This design comes from an exercise in tuning for small area on the open sky130 flow, not from production work.
The RTL was checked by simulation tests, not by an equivalence proof against the original design.
Power figures rest on the tool's default switching activity, not on a simulated workload.

// lasd_cpu
module lasd_cpu (
input wire clk,
input wire rst_n,
output wire [7:0] instr_addr,
input wire [31:0] instr,
input wire [7:0] sw_in,
output wire [7:0] data_out,
output wire [7:0] reg_x1, reg_x2, reg_x3, reg_x4, reg_x5, reg_x6, reg_x7
);
clock: 10.0 ns
lec_check: 0
cap_margin: 20
core_margin: 2
core_utilization: 50
place_density: 0.9
slew_margin: 20
synth_hierarchical: 1
standard.sh (not shown) runs the stock make flow with config.mk's settings and CLKGATE_MAP_FILE= SYNTH_SCRIPT=/design/flow/synth_recipe.tcl, a recipe that flattens the netlist after the stock synthesis.
==> flow/flow/run.sh <==
#!/bin/bash
# Layout flow: the standard flow (standard.sh: the standard synthesis and
# ORFS place and route) with three changes to how the layout is made:
#  - ports are buffered with buf_1 instead of a delay cell,
#  - clock tree synthesis uses no dummy loads,
#  - clock tree buffers are clkbuf_8, with clusters of up to 18 sinks.
# Every tool's output is kept in a log file in this folder.
set -e
export BUFFER_PORTS_ARGS="-buffer_cell sky130_fd_sc_hd__buf_1"
export CTS_ARGS="-sink_clustering_enable -repair_clock_nets -dont_use_dummy_load -sink_clustering_size 18 -sink_clustering_max_diameter 60 -buf_list {sky130_fd_sc_hd__clkbuf_8}"
bash standard.sh > standard_flow.log 2>&1
Edit:
==> flow/flow/run.sh (replaced) <==
#!/bin/bash
# Layout flow: the standard flow (standard.sh: the standard synthesis and
# ORFS place and route) with three changes to how the layout is made:
#  - ports are buffered with buf_1 instead of a delay cell,
#  - clock tree synthesis uses no dummy loads,
#  - clock tree buffers are clkbuf_8, with clusters of up to 16 sinks.
# Every tool's output is kept in a log file in this folder.
set -e
export BUFFER_PORTS_ARGS="-buffer_cell sky130_fd_sc_hd__buf_1"
export CTS_ARGS="-sink_clustering_enable -repair_clock_nets -dont_use_dummy_load -sink_clustering_size 16 -sink_clustering_max_diameter 60 -buf_list {sky130_fd_sc_hd__clkbuf_8}"
bash standard.sh > standard_flow.log 2>&1
CORE_UTILIZATION = 35   (was 50)
PLACE_DENSITY = unset   (was 0.9)
Effect: Area after synthesis is unchanged; maximum frequency went down by 1.5%; hold slack got worse by 0.0033 ns; register-to-register slack improved by 0.11 ns; utilization shrinks by 16 points.
Edit:
PLACE_DENSITY = 0.9   (was unset)
- via count came out higher by 3.3%
- critical path depth does not change
- total power came out lower by 0.89%
- routed wire length came out lower by 6.7%
- non-clock buffer count came out lower by 75
- final area came out lower by 0.65%
Edit:
PLACE_DENSITY = 0.8   (was 0.9)
After rerunning:
- The changed run passed the timing, DRC and antenna checks
- wire length grows slightly
- global-route usage rose by 0.18 points
- sequential share of layout area decreases by 0.15 points
- worst hold slack gets worse by 0.0056 ns
- cell count rose slightly
- count of clock-buffer cells in the layout goes up by 3
- total power barely changes

* * *

lasd_cpu again, from the RTL that the note above started with.
clock: 10.0 ns
lec_check: 0
cap_margin: 20
core_margin: 2
core_utilization: 35
place_density: 0.85
slew_margin: 20
synth_hierarchical: 1
==> flow/flow/run.sh <==
#!/bin/bash
# Layout flow: the standard flow (standard.sh: the standard synthesis and
# ORFS place and route) with three changes to how the layout is made:
#  - ports are buffered with buf_1 instead of a delay cell,
#  - clock tree synthesis uses no dummy loads,
#  - clock tree buffers are clkbuf_8, with clusters of up to 18 sinks.
# Every tool's output is kept in a log file in this folder.
set -e
export BUFFER_PORTS_ARGS="-buffer_cell sky130_fd_sc_hd__buf_1"
export CTS_ARGS="-sink_clustering_enable -repair_clock_nets -dont_use_dummy_load -sink_clustering_size 18 -sink_clustering_max_diameter 60 -buf_list {sky130_fd_sc_hd__clkbuf_8}"
bash standard.sh > standard_flow.log 2>&1
The first run produced a clean layout.
Edit:
--- a/flow/config.mk
+++ b/flow/config.mk
@@ -10,3 +10,3 @@
 export CORE_UTILIZATION = 35
-export PLACE_DENSITY = 0.85
+export PLACE_DENSITY = 0.9
 export SLEW_MARGIN = 20
Outcome: Critical path depth is higher by 1; via count is higher by 0.54%; non-clock buffer count is lower by 16; total power is lower by 0.40%; register-to-register slack improved by 0.06 ns; cell area stays flat; wire length is lower by 1.7%; final cell count hardly moves; core utilization stays flat; clock-buffer cell count is lower by 5; area after synthesis stays the same.
Edit:
==> flow/flow/run.sh (replaced) <==
#!/bin/bash
# Layout flow: the standard flow (standard.sh: the standard synthesis and
# ORFS place and route) with three changes to how the layout is made:
#  - ports are buffered with buf_1 instead of a delay cell,
#  - clock tree synthesis uses no dummy loads,
#  - clock tree buffers are clkbuf_8, with clusters of up to 16 sinks.
# Every tool's output is kept in a log file in this folder.
set -e
export BUFFER_PORTS_ARGS="-buffer_cell sky130_fd_sc_hd__buf_1"
export CTS_ARGS="-sink_clustering_enable -repair_clock_nets -dont_use_dummy_load -sink_clustering_size 16 -sink_clustering_max_diameter 60 -buf_list {sky130_fd_sc_hd__clkbuf_8}"
bash standard.sh > standard_flow.log 2>&1
--- a/flow/config.mk
+++ b/flow/config.mk
@@ -10,3 +10,3 @@
 export CORE_UTILIZATION = 35
-export PLACE_DENSITY = 0.9
+export PLACE_DENSITY = 0.7
 export SLEW_MARGIN = 20
Power came out higher by 1.8%.
Count of clock-buffer cells in the layout rises by 20.
First-iteration DRC count shrinks by about 24%.
Area after synthesis does not change.
Combinational power hardly moves.
Cell area came out higher by 0.51%.
Wire length went up by 4.2%.
Setup slack gets better by 0.16 ns.
Clock skew grows by 0.0076 ns.
Global-route usage grows by 1.1 points.

* * *

Another version of the RTL of lasd_cpu (not shown whole).
For scale: about 7100 cells after synthesis, ~2100 flip-flops, about 110 I/O pins, roughly 77000 um2 of cells after synthesis.
Design lasd_cpu, start of the top module:
module lasd_cpu (
input wire clk,
input wire rst_n,
output wire [7:0] instr_addr,
input wire [31:0] instr,
input wire [7:0] sw_in,
output wire [7:0] data_out,
output wire [7:0] reg_x1, reg_x2, reg_x3, reg_x4, reg_x5, reg_x6, reg_x7
);
Settings: LEC_CHECK=0, CAP_MARGIN=10, CORE_MARGIN=2, CORE_UTILIZATION=40, GPL_TIMING_DRIVEN=0, SLEW_MARGIN=10, SYNTH_HIERARCHICAL=1; clock period 10.0 ns.
==> flow/flow/run.sh <==
#!/bin/bash
# Layout flow: the standard flow (standard.sh: the standard synthesis and
# ORFS place and route) with three changes to how the layout is made:
#  - ports are buffered with buf_1 instead of a delay cell,
#  - clock tree synthesis uses no dummy loads,
#  - clock tree buffers are clkbuf_8, with clusters of up to 19 sinks.
# Every tool's output is kept in a log file in this folder.
set -e
export BUFFER_PORTS_ARGS="-buffer_cell sky130_fd_sc_hd__buf_1"
export CTS_ARGS="-sink_clustering_enable -repair_clock_nets -dont_use_dummy_load -sink_clustering_size 19 -sink_clustering_max_diameter 50 -buf_list {sky130_fd_sc_hd__clkbuf_8}"
bash standard.sh > standard_flow.log 2>&1
Change:
--- a/flow/flow/run.sh
+++ b/flow/flow/run.sh
@@ -6 +6 @@
-#  - clock tree buffers are clkbuf_8, with clusters of up to 19 sinks.
+#  - clock tree buffers are clkbuf_16, with clusters of up to 32 sinks.
@@ -10 +10 @@
-export CTS_ARGS="-sink_clustering_enable -repair_clock_nets -dont_use_dummy_load -sink_clustering_size 19 -sink_clustering_max_diameter 50 -buf_list {sky130_fd_sc_hd__clkbuf_8}"
+export CTS_ARGS="-sink_clustering_enable -repair_clock_nets -dont_use_dummy_load -sink_clustering_size 32 -sink_clustering_max_diameter 80 -buf_list {sky130_fd_sc_hd__clkbuf_16}"
Settings changed: CAP_MARGIN 10 to 20, CORE_UTILIZATION 40 to 35, GPL_TIMING_DRIVEN 0 to default, SLEW_MARGIN 10 to 20.
Effect:
- setup slack improves by 0.11 ns
- cell count rises by a few percent
- maximum frequency grows slightly
- combinational power hardly moves
- register-to-register slack improved by 0.19 ns
Change:
--- a/flow/flow/run.sh
+++ b/flow/flow/run.sh
@@ -6 +6 @@
-#  - clock tree buffers are clkbuf_16, with clusters of up to 32 sinks.
+#  - clock tree buffers are clkbuf_8, with clusters of up to 19 sinks.
@@ -10 +10 @@
-export CTS_ARGS="-sink_clustering_enable -repair_clock_nets -dont_use_dummy_load -sink_clustering_size 32 -sink_clustering_max_diameter 80 -buf_list {sky130_fd_sc_hd__clkbuf_16}"
+export CTS_ARGS="-sink_clustering_enable -repair_clock_nets -dont_use_dummy_load -sink_clustering_size 19 -sink_clustering_max_diameter 50 -buf_list {sky130_fd_sc_hd__clkbuf_8}"
Settings changed: CAP_MARGIN 20 to 10, SLEW_MARGIN 20 to 10.
Effect: Hold slack stays flat; synthesized cell count does not change; design area barely changes; total power went down by 1.8%.
Change:
--- a/flow/flow/run.sh
+++ b/flow/flow/run.sh
@@ -6 +6 @@
-#  - clock tree buffers are clkbuf_8, with clusters of up to 19 sinks.
+#  - clock tree buffers are clkbuf_8, with clusters of up to 16 sinks.
@@ -10 +10 @@
-export CTS_ARGS="-sink_clustering_enable -repair_clock_nets -dont_use_dummy_load -sink_clustering_size 19 -sink_clustering_max_diameter 50 -buf_list {sky130_fd_sc_hd__clkbuf_8}"
+export CTS_ARGS="-sink_clustering_enable -repair_clock_nets -dont_use_dummy_load -sink_clustering_size 16 -sink_clustering_max_diameter 60 -buf_list {sky130_fd_sc_hd__clkbuf_8}"
Settings changed: CAP_MARGIN 10 to 20, SLEW_MARGIN 10 to 20.
The changed run finished with timing, DRC and antenna clean.
Wire length hardly moves.
Final area is about the same.
Total power shrinks by about 1.1%.
Combinational power barely changes.
Synthesized cell count does not change.
Global-route usage is about the same.

==> what the ideal ports hide <==
How much do the figures lean on ideal ports? The routed layouts below were timed once more, with nothing changed but the port constraints. Step 1 assumes that a clkbuf_16 drives the clock port and a buf_2 every other input. Step 2 moves the port delays by t, midway between the first and last clock arrival at a register: inputs arrive t later, outputs are due t later. That takes back most of the time a late clock gives input paths. a / b / c = no drivers / after step 1 / after step 2; a / b = the first two.
| run | t, ns | setup WS [ns] | clock arrival spread, ns | worst register clock-pin slew, ns | worst data-port slew with drivers (ns) |
|---|---|---|---|---|---|
| the first run of note 1 | 0.997 | 1.566 / 1.608 / 0.611 | 0.102 / 0.102 | 0.12 / 0.12 | 0.05 |
| the second run of note 1 | 1.024 | 1.440 / 1.500 / 0.476 | 0.105 / 0.105 | 0.11 / 0.11 | 0.13 |
| the third run of note 1 | 1.005 | 1.379 / 1.429 / 0.424 | 0.090 / 0.090 | 0.11 / 0.11 | 0.10 |
| the fourth run of note 1 | 0.989 | 1.813 / 1.873 / 0.884 | 0.100 / 0.100 | 0.11 / 0.11 | 0.11 |
| the first run of note 2 | 0.974 | 1.549 / 1.612 / 0.638 | 0.122 / 0.122 | 0.12 / 0.12 | 0.13 |
| the second run of note 2 | 0.992 | 1.474 / 1.524 / 0.532 | 0.101 / 0.101 | 0.12 / 0.12 | 0.11 |
| the third run of note 2 | 1.000 | 1.630 / 1.695 / 0.695 | 0.112 / 0.112 | 0.11 / 0.11 | 0.09 |
| the first run of note 3 | 1.024 | 1.196 / 1.251 / 0.228 | 0.118 / 0.117 | 0.12 / 0.12 | 0.13 |
| the second run of note 3 | 0.855 | 1.310 / 1.376 / 0.521 | 0.148 / 0.148 | 0.12 / 0.12 | 0.09 |
| the third run of note 3 | 1.035 | 1.465 / 1.525 / 0.489 | 0.150 / 0.151 | 0.12 / 0.12 | 0.10 |
| the fourth run of note 3 | 1.009 | 1.403 / 1.466 / 0.457 | 0.144 / 0.144 | 0.11 / 0.11 | 0.08 |
After both steps every run listed still meets setup and hold. The setup slack of the third run of note 3, which loses most, moves by +0.060 ns with the drivers and by -0.976 ns with both steps.
